This is an optimization exercise on Yosys and OpenROAD, whose aim is small area, not a production implementation. No run shown here included a check of the RTL's function; only the layout flow was run. Power figures rest on the tool's default switching activity, not on a simulated workload.

--- design/flow/constraint.sdc ---
create_clock -name core_clock -period 7.0 [get_ports {i_clk}]
set_input_delay 1.4000 -clock core_clock [delete_from_list [all_inputs] [get_ports {i_clk}]]
set_output_delay 1.4000 -clock core_clock [all_outputs]
set_load 0.01 [all_outputs]
--- design/flow/config.mk ---
export PLATFORM = sky130hd
export DESIGN_NAME = alu
export DESIGN_NICKNAME = alu
export VERILOG_FILES = /design/flow/design.v
export SDC_FILE = /design/flow/constraint.sdc
export NUM_CORES = 4
export LEC_CHECK = 0
export CAP_MARGIN = 20
export CORE_MARGIN = 2
export CORE_UTILIZATION = 40
export GPL_TIMING_DRIVEN = 0
export SLEW_MARGIN = 20
export SYNTH_HIERARCHICAL = 1
--- design/flow/design.v ---
module alu_fa(input x, input y, input z, output s, output c);
    assign s = x ^ y ^ z;
    assign c = (x & y) | (x & z) | (y & z);
endmodule
module alu_ha(input x, input y, output s, output c);
    assign s = x ^ y;
    assign c = x & y;
endmodule
module alu_ao(input g, input p, input c, output o);
    assign o = g | (p & c);
endmodule
module alu #(
    parameter INT_W  = 3,
    parameter FRAC_W = 5,
    parameter INST_W = 3,
    parameter DATA_W = INT_W + FRAC_W
)(
    input                     i_clk,
    input                     i_rst_n,
    input                     i_valid,
    input signed [DATA_W-1:0] i_data_a,
    input signed [DATA_W-1:0] i_data_b,
    input        [INST_W-1:0] i_inst,
    output                    o_valid,
    output signed      [DATA_W-1:0] o_data
);
wire [7:0] a = i_data_a;
wire [7:0] b = i_data_b;
wire [2:0] op = i_inst;
wire       t  = op[2] | (op[0] & ~op[1]);
wire [7:0] bx = b ^ {8{t}};
wire [7:0] ag, ap;
wire [8:0] ac;
assign ac[0] = t;
genvar gi;
generate for (gi = 0; gi < 8; gi = gi + 1) begin : g_add
    alu_ha u_ha (.x(a[gi]), .y(bx[gi]), .s(ap[gi]), .c(ag[gi]));
    alu_ao u_ao (.g(ag[gi]), .p(ap[gi]), .c(ac[gi]), .o(ac[gi+1]));
end endgenerate
wire [7:0] sum = ap ^ ac[7:0];
wire       ovf    = ac[7] ^ ac[8];
wire       a_lt_b = sum[7] ^ ovf;
wire [15:4] q;
wire pp01_1 = a[0] & b[1];
wire pp02_2 = a[0] & b[2];
wire pp03_3 = a[0] & b[3];
wire pp04_4 = a[0] & b[4];
wire pp05_5 = a[0] & b[5];
wire pp06_6 = a[0] & b[6];
wire pp07_7 = ~(a[0] & b[7]);
wire pp10_8 = a[1] & b[0];
wire pp11_9 = a[1] & b[1];
wire pp12_10 = a[1] & b[2];
wire pp13_11 = a[1] & b[3];
wire pp14_12 = a[1] & b[4];
wire pp15_13 = a[1] & b[5];
wire pp16_14 = a[1] & b[6];
wire pp17_15 = ~(a[1] & b[7]);
wire pp20_16 = a[2] & b[0];
wire pp21_17 = a[2] & b[1];
wire pp22_18 = a[2] & b[2];
wire pp23_19 = a[2] & b[3];
wire pp24_20 = a[2] & b[4];
wire pp25_21 = a[2] & b[5];
wire pp26_22 = a[2] & b[6];
wire pp27_23 = ~(a[2] & b[7]);
wire pp30_24 = a[3] & b[0];
wire pp31_25 = a[3] & b[1];
wire pp32_26 = a[3] & b[2];
wire pp33_27 = a[3] & b[3];
wire pp34_28 = a[3] & b[4];
wire pp35_29 = a[3] & b[5];
wire pp36_30 = a[3] & b[6];
wire pp37_31 = ~(a[3] & b[7]);
wire pp40_32 = a[4] & b[0];
wire pp41_33 = a[4] & b[1];
wire pp42_34 = a[4] & b[2];
wire pp43_35 = a[4] & b[3];
wire pp44_36 = a[4] & b[4];
wire pp45_37 = a[4] & b[5];
wire pp46_38 = a[4] & b[6];
wire pp47_39 = ~(a[4] & b[7]);
wire pp50_40 = a[5] & b[0];
wire pp51_41 = a[5] & b[1];
wire pp52_42 = a[5] & b[2];
wire pp53_43 = a[5] & b[3];
wire pp54_44 = a[5] & b[4];
wire pp55_45 = a[5] & b[5];
wire pp56_46 = a[5] & b[6];
wire pp57_47 = ~(a[5] & b[7]);
wire pp60_48 = a[6] & b[0];
wire pp61_49 = a[6] & b[1];
wire pp62_50 = a[6] & b[2];
wire pp63_51 = a[6] & b[3];
wire pp64_52 = a[6] & b[4];
wire pp65_53 = a[6] & b[5];
wire pp66_54 = a[6] & b[6];
wire pp67_55 = ~(a[6] & b[7]);
wire pp70_56 = ~(a[7] & b[0]);
wire pp71_57 = ~(a[7] & b[1]);
wire pp72_58 = ~(a[7] & b[2]);
wire pp73_59 = ~(a[7] & b[3]);
wire pp74_60 = ~(a[7] & b[4]);
wire pp75_61 = ~(a[7] & b[5]);
wire pp76_62 = ~(a[7] & b[6]);
wire pp77_63 = a[7] & b[7];
wire s64, c65;
wire s66, c67;
wire s68, c69;
wire s70 = ~(pp04_4 ^ pp13_11);
wire c71 = pp04_4 | pp13_11;
wire s72, c73;
wire s74, c75;
wire s76, c77;
wire s78, c79;
wire s80, c81;
wire s82, c83;
wire s84, c85;
wire s86, c87;
wire s88, c89;
wire s90, c91;
wire s92, c93;
wire s94, c95;
wire s96, c97;
wire s98, c99;
wire s100, c101;
wire s102, c103;
wire s104, c105;
wire s106 = ~(pp17_15 ^ pp26_22);
wire c107 = pp17_15 | pp26_22;
wire s108, c109;
wire s110, c111;
wire s112, c113;
wire s114, c115;
wire s116, c117;
wire s118, c119;
wire s120, c121;
wire s122, c123;
wire s124, c125;
wire s126, c127;
wire s128, c129;
wire s130, c131;
wire s132, c133;
wire s134, c135;
wire s136, c137;
wire s138, c139;
wire s140, c141;
wire s142, c143;
wire s144, c145;
wire s146, c147;
wire c148 = pp01_1 & pp10_8;
wire c149 = s64 & c148;
wire c150 = s68 & c149;
wire s151, c152;
wire s153 = s151 ^ c150;
wire c154;
wire s155, c156;
wire s157, c158;
wire s159, c160;
wire s161, c162;
wire s163 = s161 ^ c160;
wire c164;
wire s165, c166;
wire s167 = s165 ^ c164;
wire c168;
wire s169, c170;
wire s171 = s169 ^ c168;
wire c172;
wire s173, c174;
wire s175 = s173 ^ c172;
wire c176;
wire s177, c178;
wire s179 = s177 ^ c176;
wire c180;
wire s181, c182;
wire s183 = s181 ^ c180;
wire c184;
wire s185, c186;
wire s187 = s185 ^ c184;
wire c188;
wire s189 = ~c188;
assign q[4] = s153;
assign q[5] = s155;
assign q[6] = s157;
assign q[7] = s159;
assign q[8] = s163;
assign q[9] = s167;
assign q[10] = s171;
assign q[11] = s175;
assign q[12] = s179;
assign q[13] = s183;
assign q[14] = s187;
assign q[15] = s189;
alu_fa u_s64 (.x(pp02_2), .y(pp11_9), .z(pp20_16), .s(s64), .c(c65));
alu_fa u_s66 (.x(pp03_3), .y(pp12_10), .z(pp21_17), .s(s66), .c(c67));
alu_fa u_s68 (.x(pp30_24), .y(c65), .z(s66), .s(s68), .c(c69));
alu_fa u_s72 (.x(pp22_18), .y(pp31_25), .z(pp40_32), .s(s72), .c(c73));
alu_fa u_s74 (.x(s70), .y(c67), .z(s72), .s(s74), .c(c75));
alu_fa u_s76 (.x(pp05_5), .y(pp14_12), .z(pp23_19), .s(s76), .c(c77));
alu_fa u_s78 (.x(pp32_26), .y(pp41_33), .z(pp50_40), .s(s78), .c(c79));
alu_fa u_s80 (.x(c71), .y(c73), .z(s76), .s(s80), .c(c81));
alu_fa u_s82 (.x(s78), .y(c75), .z(s80), .s(s82), .c(c83));
alu_fa u_s84 (.x(pp06_6), .y(pp15_13), .z(pp24_20), .s(s84), .c(c85));
alu_fa u_s86 (.x(pp33_27), .y(pp42_34), .z(pp51_41), .s(s86), .c(c87));
alu_fa u_s88 (.x(pp60_48), .y(c77), .z(c79), .s(s88), .c(c89));
alu_fa u_s90 (.x(s84), .y(s86), .z(c81), .s(s90), .c(c91));
alu_fa u_s92 (.x(s88), .y(c83), .z(s90), .s(s92), .c(c93));
alu_fa u_s94 (.x(pp07_7), .y(pp16_14), .z(pp25_21), .s(s94), .c(c95));
alu_fa u_s96 (.x(pp34_28), .y(pp43_35), .z(pp52_42), .s(s96), .c(c97));
alu_fa u_s98 (.x(pp61_49), .y(pp70_56), .z(c85), .s(s98), .c(c99));
alu_fa u_s100 (.x(c87), .y(s94), .z(s96), .s(s100), .c(c101));
alu_fa u_s102 (.x(c89), .y(s98), .z(s100), .s(s102), .c(c103));
alu_fa u_s104 (.x(c91), .y(s102), .z(c93), .s(s104), .c(c105));
alu_fa u_s108 (.x(pp35_29), .y(pp44_36), .z(pp53_43), .s(s108), .c(c109));
alu_fa u_s110 (.x(pp62_50), .y(pp71_57), .z(s106), .s(s110), .c(c111));
alu_fa u_s112 (.x(c95), .y(c97), .z(s108), .s(s112), .c(c113));
alu_fa u_s114 (.x(s110), .y(c99), .z(c101), .s(s114), .c(c115));
alu_fa u_s116 (.x(s112), .y(c103), .z(s114), .s(s116), .c(c117));
alu_fa u_s118 (.x(pp27_23), .y(pp36_30), .z(pp45_37), .s(s118), .c(c119));
alu_fa u_s120 (.x(pp54_44), .y(pp63_51), .z(pp72_58), .s(s120), .c(c121));
alu_fa u_s122 (.x(c107), .y(c109), .z(s118), .s(s122), .c(c123));
alu_fa u_s124 (.x(s120), .y(c111), .z(c113), .s(s124), .c(c125));
alu_fa u_s126 (.x(s122), .y(c115), .z(s124), .s(s126), .c(c127));
alu_fa u_s128 (.x(pp37_31), .y(pp46_38), .z(pp55_45), .s(s128), .c(c129));
alu_fa u_s130 (.x(pp64_52), .y(pp73_59), .z(c119), .s(s130), .c(c131));
alu_fa u_s132 (.x(c121), .y(s128), .z(c123), .s(s132), .c(c133));
alu_fa u_s134 (.x(s130), .y(c125), .z(s132), .s(s134), .c(c135));
alu_fa u_s136 (.x(pp47_39), .y(pp56_46), .z(pp65_53), .s(s136), .c(c137));
alu_fa u_s138 (.x(pp74_60), .y(c129), .z(s136), .s(s138), .c(c139));
alu_fa u_s140 (.x(c131), .y(s138), .z(c133), .s(s140), .c(c141));
alu_fa u_s142 (.x(pp57_47), .y(pp66_54), .z(pp75_61), .s(s142), .c(c143));
alu_fa u_s144 (.x(c137), .y(s142), .z(c139), .s(s144), .c(c145));
alu_fa u_s146 (.x(pp67_55), .y(pp76_62), .z(c143), .s(s146), .c(c147));
alu_ha u_s151 (.x(c69), .y(s74), .s(s151), .c(c152));
alu_ao u_c154 (.g(c152), .p(s151), .c(c150), .o(c154));
alu_ha u_s155 (.x(s82), .y(c154), .s(s155), .c(c156));
alu_ha u_s157 (.x(s92), .y(c156), .s(s157), .c(c158));
alu_ha u_s159 (.x(s104), .y(c158), .s(s159), .c(c160));
alu_ha u_s161 (.x(c105), .y(s116), .s(s161), .c(c162));
alu_ao u_c164 (.g(c162), .p(s161), .c(c160), .o(c164));
alu_ha u_s165 (.x(c117), .y(s126), .s(s165), .c(c166));
alu_ao u_c168 (.g(c166), .p(s165), .c(c164), .o(c168));
alu_ha u_s169 (.x(c127), .y(s134), .s(s169), .c(c170));
alu_ao u_c172 (.g(c170), .p(s169), .c(c168), .o(c172));
alu_ha u_s173 (.x(c135), .y(s140), .s(s173), .c(c174));
alu_ao u_c176 (.g(c174), .p(s173), .c(c172), .o(c176));
alu_ha u_s177 (.x(c141), .y(s144), .s(s177), .c(c178));
alu_ao u_c180 (.g(c178), .p(s177), .c(c176), .o(c180));
alu_ha u_s181 (.x(c145), .y(s146), .s(s181), .c(c182));
alu_ao u_c184 (.g(c182), .p(s181), .c(c180), .o(c184));
alu_ha u_s185 (.x(pp77_63), .y(c147), .s(s185), .c(c186));
alu_ao u_c188 (.g(c186), .p(s185), .c(c184), .o(c188));
wire       z    = ~|q[11:4];
wire       msat = q[15] ? ~&q[14:12] : (|q[14:13] | (q[12] & ~z));
wire       sg_hi  = ~a[7] & a[6] & a[5];
wire       sg_lo  = a[7] & (~a[6] | ~|a[5:0]);
wire       sg_mid = ~sg_hi & ~sg_lo;
wire [7:0] sigv   = {2'b00, ~a[7] & a[6], sg_mid & ~a[7] & ~a[6], a[5:2] & {4{sg_mid}}};
wire [7:0] r1   = b[0] ? {a[0], a[7:1]} : a;
wire [7:0] r2   = b[1] ? {r1[1:0], r1[7:2]} : r1;
wire [7:0] rotv = b[2] ? {r2[3:0], r2[7:4]} : r2;
wire       is_as = ~op[2] & ~op[1];
wire       is_mul = ~op[2] & op[1] & ~op[0];
wire       sat = (is_as & ovf) | (is_mul & msat);
wire       sgn = is_as ? ~sum[7] : q[15];
reg [7:0] base;
always @(*) begin
    case (op)
    3'd0, 3'd1: base = sum;
    3'd2:       base = {q[15] | z, q[11:5]};
    3'd3:       base = ~ag;
    3'd4:       base = ap;
    3'd5:       base = sigv;
    3'd6:       base = rotv;
    default:    base = a_lt_b ? a : b;
    endcase
end
wire [7:0] res = sat ? {sgn, {7{~sgn}}} : base;
reg [7:0] o_data_r;
reg       o_valid_r;
always @(posedge i_clk or negedge i_rst_n) begin
    if (!i_rst_n) begin
        o_data_r  <= 8'd0;
        o_valid_r <= 1'b0;
    end else begin
        o_data_r  <= i_valid ? res : 8'd0;
        o_valid_r <= i_valid;
    end
end
assign o_valid = o_valid_r;
assign o_data  = o_data_r;
endmodule
--- design/flow/run.sh ---
#!/bin/bash
# synth_recipe.tcl (not shown) runs the flow's synth.tcl, then flattens the netlist and writes it again
# the make line also repeats each setting of config.mk as NAME=value (left out here)
make -C /OpenROAD-flow-scripts/flow DESIGN_CONFIG=/design/flow/config.mk WORK_HOME=/design/flow/orfs CLKGATE_MAP_FILE= SYNTH_SCRIPT=/design/flow/synth_recipe.tcl finish
==> metrics.md, run 1 <==
| Metric | Value |
|---|---|
| Routed length per instance | `17.7 µm` |
| Antenna Cells | `0` |
| Ys Warns | `7` |
| Pwr Total | `762 µW` |
| Maximum VDD drop | `0.164 mV` |
| Initial antenna violation count | `0` |
| Clock Pin Slew Worst Setup and Hold Paths | `40 ps` |
| Worst Tran Pin Value | `739 ps` |
| PD cells | `211 mW/mm²` |
| Syn avg cell area | `8.72 µm²` |
| Max Cap Viol | `0` |
| Slew Limit Headroom | `50.7%` |
| Flop pwr share | `9.1%` |
| Avg Vias per Cell | `5.65` |
| DRT iter0 DRCs | `209` |
| Register area | `225 µm²` |
| WP data required | `7140 ps` |
| Layout Cells excl Fill | `484` |
| Post-CTS Hold Buffers | `0` |
| Die Height | `92.2 µm` |
| Final setup violation count | `0` |
| Core box area | `0.00765 mm²` |
| Crit share post-route | `97.0%` |
| First-pass DRT Iterations | `4` |
| CTS tree | `yes` |
| Area grow syn2layout | `16.2%` |
| Final wirelength | `8550 µm` |
| Switching share of total power | `47.9%` |
| Cts bufs inserted | `3` |
| Via count | `2,737` |
| Nets@finish | `466` |
| Hpwl dp | `6920 µm` |
| Synth Cell Area | `0.00311 mm²` |
| IO Pins | `31` |
| Combinational share of power | `83.0%` |
| Global-route wire length before repair | `14,200 µm` |
| Fin. max-slew vios | `0` |
| Clock Power Share | `7.9%` |
| Syn Inst Count | `357` |
| Syn Nets | `440` |
| Hold Fails Final Rpt | `0` |
| LEAKAGE | `0.00161 µW` |
| Clock sink count | `9` |
| GR Util All Layers | `21.0%` |
| Internal Power | `397 µW` |
| Vias in the first global route | `2,771` |
| DR DRC count | `0` |
| Die W | `92.2 µm` |
| WS Path Type | `primary input to register` |
| Post-Place Cell Area | `0.00345 mm²` |
| Startpoint Class | `primary input` |
| Synth Register Bits | `9` |
| Crit path DAT | `6930 ps` |
| Rows | `32` |
| Layout cell share with drive strength beyond 1 | `11.8%` |
| Initial Utilization | `40.7%` |
| Cells after DPL | `480` |
| Register area share after synthesis | `7.24%` |
| I/O Buffers | `21` |
| Fin Hold WS | `1480 ps` |
| Largest net degree at the start of global routing | `20` |
| Gp weighted congestion | `0.920` |
| Highest clock rate | `0.147 GHz` |
| H-tree lvl count | `1` |
| Max FO, Critical Path | `10` |
| Remaining antenna violation count | `0` |
| Worst hold path type | `primary input to async pin` |
| Status | `no timing/DRC/antenna violations` |
| Final Critical Period | `6790 ps` |
| Finished Cell Area | `0.00362 mm²` |
| Clock Tree Buf Depth | `2` |
| Total grt overflow | `0` |
| Fill cells | `746` |
| Clock tree root driver cell | `clkbuf_8` |
| Area occupied by multi-input gates | `0.00275 mm²` |
| Sw power | `365 µW` |
| Worst Setup End Kind | `register` |
| Die ar. | `0.00850 mm²` |
| Library cells used by synthesis | `47` |
Yosys stat by module, one instance, submodules excluded:
module  flip-flops and latches  times used  cells inside
alu_ao                       0          16             1
alu_ha                       0          19             1
alu                          9           1           282
alu_fa                       0          40             1
cells in the mapped netlist, drive strengths merged:
library cell,instances,area (µm²)
a21boi,4,30.0
a22oi,2,15.0
buf,15,100
a21oi,12,63.8
and2,41,259
a21o,19,143
mux2,2,26.3
ha,21,263
nand2b,2,12.5
nor2,23,86.3
or2,1,6.26
a31oi,1,6.26
clkbuf,12,46.3
a311oi,1,8.76
nor2b,8,50.1
nand2,32,120
nand4,2,12.5
nand3,2,10.0
or3,1,6.26
dfrtp,9,225
mux2i,10,100
a31o,1,8.76
a2111oi,3,63.8
nor4,2,12.5
xnor2,14,123
fa,40,801
a221oi,8,70.1
nor3,8,40.0
o22ai,4,25.0
o31ai,4,30.0
o211ai,2,15.0
mux4,2,45.0
xor2,10,87.6
a211oi,7,52.6
o21ai,19,98.8
inv,13,48.8
final timing paths:
kind	cells past startpoint	start	slack, ps	endpoint
hold / removal	1	i_rst_n	1480	o_data_r[1]$_DFF_PN0_
min in group core_clock	4	i_data_b[0]	1720	o_data_r[0]$_DFF_PN0_
max in group asynchronous	1	i_rst_n	5230	o_data_r[6]$_DFF_PN0_
setup / recovery	22	i_data_a[0]	210	o_data_r[1]$_DFF_PN0_
cell families (layout without fill, tap and decap cells):
| logic type | after synthesis | in the layout | share of synthesized area (%) |
|---|---|---|---|
| xor+xnor | 24 | 24 | 6.76 |
| buf+inv | 40 | 65 | 6.27 |
| flops | 9 | 9 | 7.24 |
| simple gates | 122 | 122 | 19.8 |
| fa+ha+maj | 61 | 61 | 34.2 |
| mux | 14 | 14 | 5.51 |
| compound gates | 87 | 87 | 20.3 |
final cells by class:
| cell class | instances | area share, % |
|---|---|---|
| Buffer | 25 | 5.43 |
| Tap cell | 102 | 3.53 |
| Timing Repair Buffer | 23 | 6.33 |
| Clock buffer | 4 | 1.25 |
| Multi-Input combinational cell | 308 | 75.9 |
| Sequential cell | 9 | 6.23 |
| Inverter | 13 | 1.35 |
state kept, by name, indices dropped and copies added (netlist names):
signal / cells
o_valid_r: 1
o_data_r: 8
per-layer routing:
metal	up-vias	part of all wire (%)	GRT usage [%]
li1	1278	-	-
met1	1375	48	31.2
met2	78	46	34.1
met3	6	5.0	2.22
met4	0	1.1	2.49
met5	-	0	0
placed cells by master, fill, tap and decap left out, drive strengths merged, types with 2 or more instances in the layout:
| cell type | synthesis | final |
|---|---|---|
| a21oi | 12 | 12 |
| a221oi | 8 | 8 |
| a21boi | 4 | 4 |
| a2111oi | 3 | 3 |
| a21o | 19 | 19 |
| nor3 | 8 | 8 |
| and2 | 41 | 41 |
| buf | 15 | 17 |
| mux4 | 2 | 2 |
| inv | 13 | 13 |
| nor4 | 2 | 2 |
| xnor2 | 14 | 14 |
| dfrtp | 9 | 9 |
| dlygate4sd2 | 0 | 3 |
| clkbuf | 12 | 14 |
| o211ai | 2 | 2 |
| nand2b | 2 | 2 |
| a22oi | 2 | 2 |
| nor2b | 8 | 8 |
| mux2i | 10 | 10 |
| nand4 | 2 | 2 |
| clkdlybuf4s50 | 0 | 15 |
| mux2 | 2 | 2 |
| fa | 40 | 40 |
| a211oi | 7 | 7 |
| nor2 | 23 | 23 |
| o22ai | 4 | 4 |
| xor2 | 10 | 10 |
| ha | 21 | 21 |
| dlymetal6s2s | 0 | 3 |
| nand2 | 32 | 32 |
| o31ai | 4 | 4 |
| nand3 | 2 | 2 |
| o21ai | 19 | 19 |
through the flow:
step	setup TNS [ps]	util [%]	setup slack, ps
2_1_floorplan	0	-	356
3_3_place_gp	-6610	45.1	-855
3_5_place_dp	-6860	45.1	-877
4_1_cts	0	46.5	45.1
5_1_grt	-47.1	47.3	-35.7
6_report	0	47.3	207
power groups by stage:
stage               clock network (µW)  registers [µW]  logic [µW]
finish                            60.4            69.5         632
global route                      65.0            70.5         708
CTS                               62.4            69.6         603
detailed placement                   0            70.5         593
global placement                     0            69.4         589
floorplan                            0            77.6         438
worst max-delay path: stages:
cell and delay, ps:
clkdlybuf4s50_1 450, buf_6 160, and2_1 150, fa_1 510
fa_2 460, fa_2 380, fa_1 450, fa_2 450
ha_2 200, a21o_1 180, a21o_1 180, a21o_1 180
a21o_1 180, a21o_1 180, a21o_1 180, a21o_1 220
nor4_2 240, o22ai_1 140, a21oi_1 160, o21ai_2 60
buf_4 170, o31ai_2 250
what timing repair did:
item                                    CTS  global route
gates resized for setup                  21            16
buffers inserted                          1             1
endpoints found under the setup margin    8             8
pin swaps                                 3             3
gates cloned                              0             0
==> run 2: changes to the inputs <==
--- a/design/flow/config.mk
+++ b/design/flow/config.mk
@@ -8,6 +8,7 @@
 export CAP_MARGIN = 20
 export CORE_MARGIN = 2
 export CORE_UTILIZATION = 40
+export CTS_BUF_LIST = sky130_fd_sc_hd__clkbuf_2
 export GPL_TIMING_DRIVEN = 0
 export SLEW_MARGIN = 20
 export SYNTH_HIERARCHICAL = 1
==> metrics.md, run 2 <==
| Metric | Value |
|---|---|
| Post-synth EDFFs | `0 (unchanged)` |
| Vias in the first global route | `2,783 (+0.43%)` |
| WP data required | `7150 ps (about the same)` |
| DP Worst Slack | `-877 ps (unchanged)` |
| Initial Utilization | `40.7% (unchanged)` |
| Crit path buf inv count | `3 (unchanged)` |
| I/O Buffers | `21 (unchanged)` |
| Clock Power Share | `4.6% (-3.3 points)` |
| Area grow syn2layout | `15.5%` |
| Final worst slack | `160 ps (-46.5 ps)` |
| Highest clock rate | `0.146 GHz (-0.68%)` |
| Worst hold path type | `primary input to async pin` |
| Top cell by count, worst path | `a21o_1` |
| Register area share after synthesis | `7.24% (unchanged)` |
| Library cells used by synthesis | `47 (unchanged)` |
| Largest net degree at the start of global routing | `20 (unchanged)` |
| Final wirelength | `8590 µm (+0.41%)` |
| Top reg by flops | `o_data_r` |
| Syn Inst Count | `357 (unchanged)` |
| Largest stage delay on the critical path | `510 ps (about the same)` |
| Synth Register Bits | `9 (unchanged)` |
| Syn avg cell area | `8.72 µm² (unchanged)` |
| Synth Cell Area | `0.00311 mm² (unchanged)` |
| Max reg flops | `8 (unchanged)` |
| Most common cell after layout, fill and taps aside | `and2_1` |
| Post-route setup TNS | `0 ps (unchanged)` |
| Startpoint Class | `primary input` |
| Area occupied by multi-input gates | `0.00275 mm² (about the same)` |
| GR Util All Layers | `21.0% (unchanged)` |
| Max Cap Viol | `0 (unchanged)` |
| Remaining antenna violation count | `0 (unchanged)` |
| Crit path DAT | `6990 ps (+60 ps)` |
| DRT iter0 DRCs | `198 (-5.3%)` |
| Combinational share of power | `86.0% (+3.0 points)` |
| Most frequent cells in the layout | `and2_1, fa_1, nand2_1` |
| Fill cells | `752 (+0.80%)` |
| First-pass DRT Iterations | `4 (unchanged)` |
| Register area | `225 µm² (unchanged)` |
| Final Critical Period | `6840 ps (+46.5 ps)` |
| Die Height | `92.2 µm (unchanged)` |
| Global-route wire length before repair | `14,200 µm (+0.30%)` |
| Dominant synthesized flop cell | `dfrtp_1` |
| Layout cell share with drive strength beyond 1 | `12.0% (+0.26 points)` |
| Synth area leaders | `fa_1, ha_1, and2_1` |
| Clock Pin Slew Worst Setup and Hold Paths | `100 ps (+60 ps)` |
| Max stage delay cell, worst path | `fa_1` |
| Cells after DPL | `480 (unchanged)` |
| Synth top area share | `25.7% (unchanged)` |
| Hpwl dp | `6920 µm (unchanged)` |
| Commonest cells post-synth | `and2_1, fa_1, nand2_1` |
| Rows | `32 (unchanged)` |
| Clock sink count | `9 (unchanged)` |
| Ys Warns | `7 (unchanged)` |
| Crit share post-route | `97.7% (+0.66 points)` |
| Finished Cell Area | `0.00359 mm² (-0.62%)` |
| Layout Cells excl Fill | `484 (unchanged)` |
| Syn Nets | `440 (unchanged)` |
| Post-CTS Hold Buffers | `0 (unchanged)` |
| Sw power | `363 µW (-0.56%)` |
| Clock tree root driver cell | `clkbuf_2` |
| Avg Vias per Cell | `5.69 (+0.58%)` |
| Core box area | `0.00765 mm² (unchanged)` |
| Via count | `2,753 (+0.58%)` |
| Status | `no timing/DRC/antenna violations` |
| Fin. max-slew vios | `0 (unchanged)` |
| Cts bufs inserted | `3 (unchanged)` |
| IO Pins | `31 (unchanged)` |
| Internal Power | `372 µW (-6.3%)` |
| Routed length per instance | `17.7 µm (+0.41%)` |
| Antenna Cells | `0 (unchanged)` |
| Cell taking the most area after synthesis | `fa_1` |
| Post-Place Cell Area | `0.00345 mm² (unchanged)` |
| Initial antenna violation count | `0 (unchanged)` |
| Nets@finish | `466 (unchanged)` |
| Fin Hold WS | `1460 ps (-16.5 ps)` |
| DR DRC count | `0 (unchanged)` |
| Flop pwr share | `9.4% (+0.3 points)` |
| PD cells | `204 mW/mm² (-3.0%)` |
| Total grt overflow | `0 (unchanged)` |
| Switching share of total power | `49.4% (+1.5 points)` |
| Top flop regs | `o_data_r: 8 flops, o_valid_r: 1 flops` |
| H-tree lvl count | `1 (unchanged)` |
| Maximum VDD drop | `0.162 mV (-1.4%)` |
| Async S/R FF share, synth | `100% (unchanged)` |
| Die ar. | `0.00850 mm² (unchanged)` |
| LEAKAGE | `0.00161 µW (-0.18%)` |
| Worst Tran Pin Value | `745 ps (+5.38 ps)` |
| Die W | `92.2 µm (unchanged)` |
| Final setup violation count | `0 (unchanged)` |
| Max FO, Critical Path | `10 (unchanged)` |
| Slew Limit Headroom | `50.4% (-0.36 points)` |
| Clock Tree Buf Depth | `2 (unchanged)` |
| WS Path Type | `primary input to register` |
| Worst Setup End Kind | `register` |
| Crit path cell chain | `clkdlybuf4s50_1 -> buf_6 -> and2_1 -> fa_1 -> fa_2 -> fa_2 -> fa_1 -> fa_1 -> ha_4 -> a21o_1 -> a21o_1 -> a21o_1 -> a21o_1 -> a21o_1 -> a21o_1 -> a21o_1 -> nor4_2 -> o22ai_1 -> a21oi_1 -> o21ai_2 -> buf_4 -> o31ai_2` |
| Gp weighted congestion | `0.920 (unchanged)` |
| Hold Fails Final Rpt | `0 (unchanged)` |
| CP delay by family, top | `adder cells` |
| CTS tree | `yes` |
==> run 2: cell counts after synthesis <==
No cell type changed its count.
==> run 2: cell type report <==
| cell class | instances | share of cell area [%] |
|---|---|---|
| sequential | 9 | 6.27 |
| multi-input combinational | 308 | 76.4 |
| inverter | 13 | 1.36 |
| buffer | 25 | 5.46 |
| timing repair buffer | 23 | 6.37 |
| clock buffer | 4 | 0.557 |
| tap | 102 | 3.55 |
==> run 2: Yosys stat by module (local to each module, per instance) <==
module  cells  copies in the design  cell area, µm²  flops+latches
alu       282                     1            1950              9
alu_fa      1                    40            20.0              0
alu_ha      1                    19            12.5              0
alu_ao      1                    16            7.51              0
==> run 2: stage by stage <==
stage | power [µW] | utilization [%]
3_5_place_dp | 664 | 45.1
6_report | 735 | 47.0
4_1_cts | 708 | 46.1
2_1_floorplan | 516 | -
5_1_grt | 819 | 47.0
3_3_place_gp | 658 | 45.1
==> run 2: path summary, 6_finish.rpt <==
path                        startpoint                     to  slack (ps)  cells past startpoint
worst max-delay path       i_data_a[0]  o_data_r[1]$_DFF_PN0_         160                     22
worst min-delay path           i_rst_n    o_valid_r$_DFF_PN0_        1460                      1
max in group asynchronous      i_rst_n  o_data_r[4]$_DFF_PN0_        5230                      1
min in group core_clock    i_data_b[0]  o_data_r[0]$_DFF_PN0_        1710                      4
==> run 2: repair_timing <==
action,in CTS,in global routing
pin swaps,1,3
setup buffers,0,2
gates resized for setup,21,16
setup endpoints to repair,8,8
==> run 2: power by group through the flow <==
stage,sequential [µW],clock (µW),combinational (µW)
floorplan,77.6,0,438
global placement,69.4,0,589
detailed placement,70.5,0,593
CTS,69.2,35.2,604
global route,70.1,39.7,710
finish,69.0,33.9,632
==> run 2: per-layer routing <==
layer	wire [µm]	GRT usage, %	share of wire (%)	up-vias
met5	0	0	0	-
met4	51	3.11	0.59	0
met3	553	1.97	6.4	4
met2	4040	33.9	47	97
met1	3940	31.2	46	1372
li1	-	-	-	1280
==> run 2: cells by family (layout without fill, tap and decap cells) <==
logic type,count (synthesis),in the layout,synth area share [%]
and+or+nand+nor,122,122,19.8
AOI/OAI and AO/OA,87,87,20.3
adders and majority gates,61,61,34.2
buffers and inverters,40,65,6.27
xor gates and xnor gates,24,24,6.76
muxes,14,14,5.51
DFF,9,9,7.24

[static timing again, ports no longer ideal]
How much do the figures lean on ideal ports? The routed layouts below were timed once more, with nothing changed but the port constraints. Step 1 (the two cells are an assumption about what drives the block):
set clk [get_ports {i_clk}]
set_driving_cell -lib_cell sky130_fd_sc_hd__clkbuf_16 $clk
set_driving_cell -lib_cell sky130_fd_sc_hd__buf_2 [delete_from_list [all_inputs] $clk]
Step 2 moves the port delays by t, midway between the first and last clock arrival at a register: inputs arrive t later, outputs are due t later. That takes back most of the time a late clock gives input paths. Three values: no drivers, after step 1, after step 2; two values: the first two.
run	shift t [ns]	setup slack, ns	hold WS [ns]	worst setup path at the end	worst register clock-pin slew, ns
run 1	0.252	0.207 / 0.205 / -0.047	1.475 / 1.477 / 1.728	input to register	0.04 / 0.04
run 2	0.258	0.160 / 0.155 / -0.103	1.459 / 1.463 / 1.721	input to register	0.10 / 0.10
Met with ideal ports but missed after step 2: setup timing in run 1 and run 2. For run 2, which loses most, drivers alone change the setup slack by -0.005 ns; drivers and shift together by -0.263 ns.
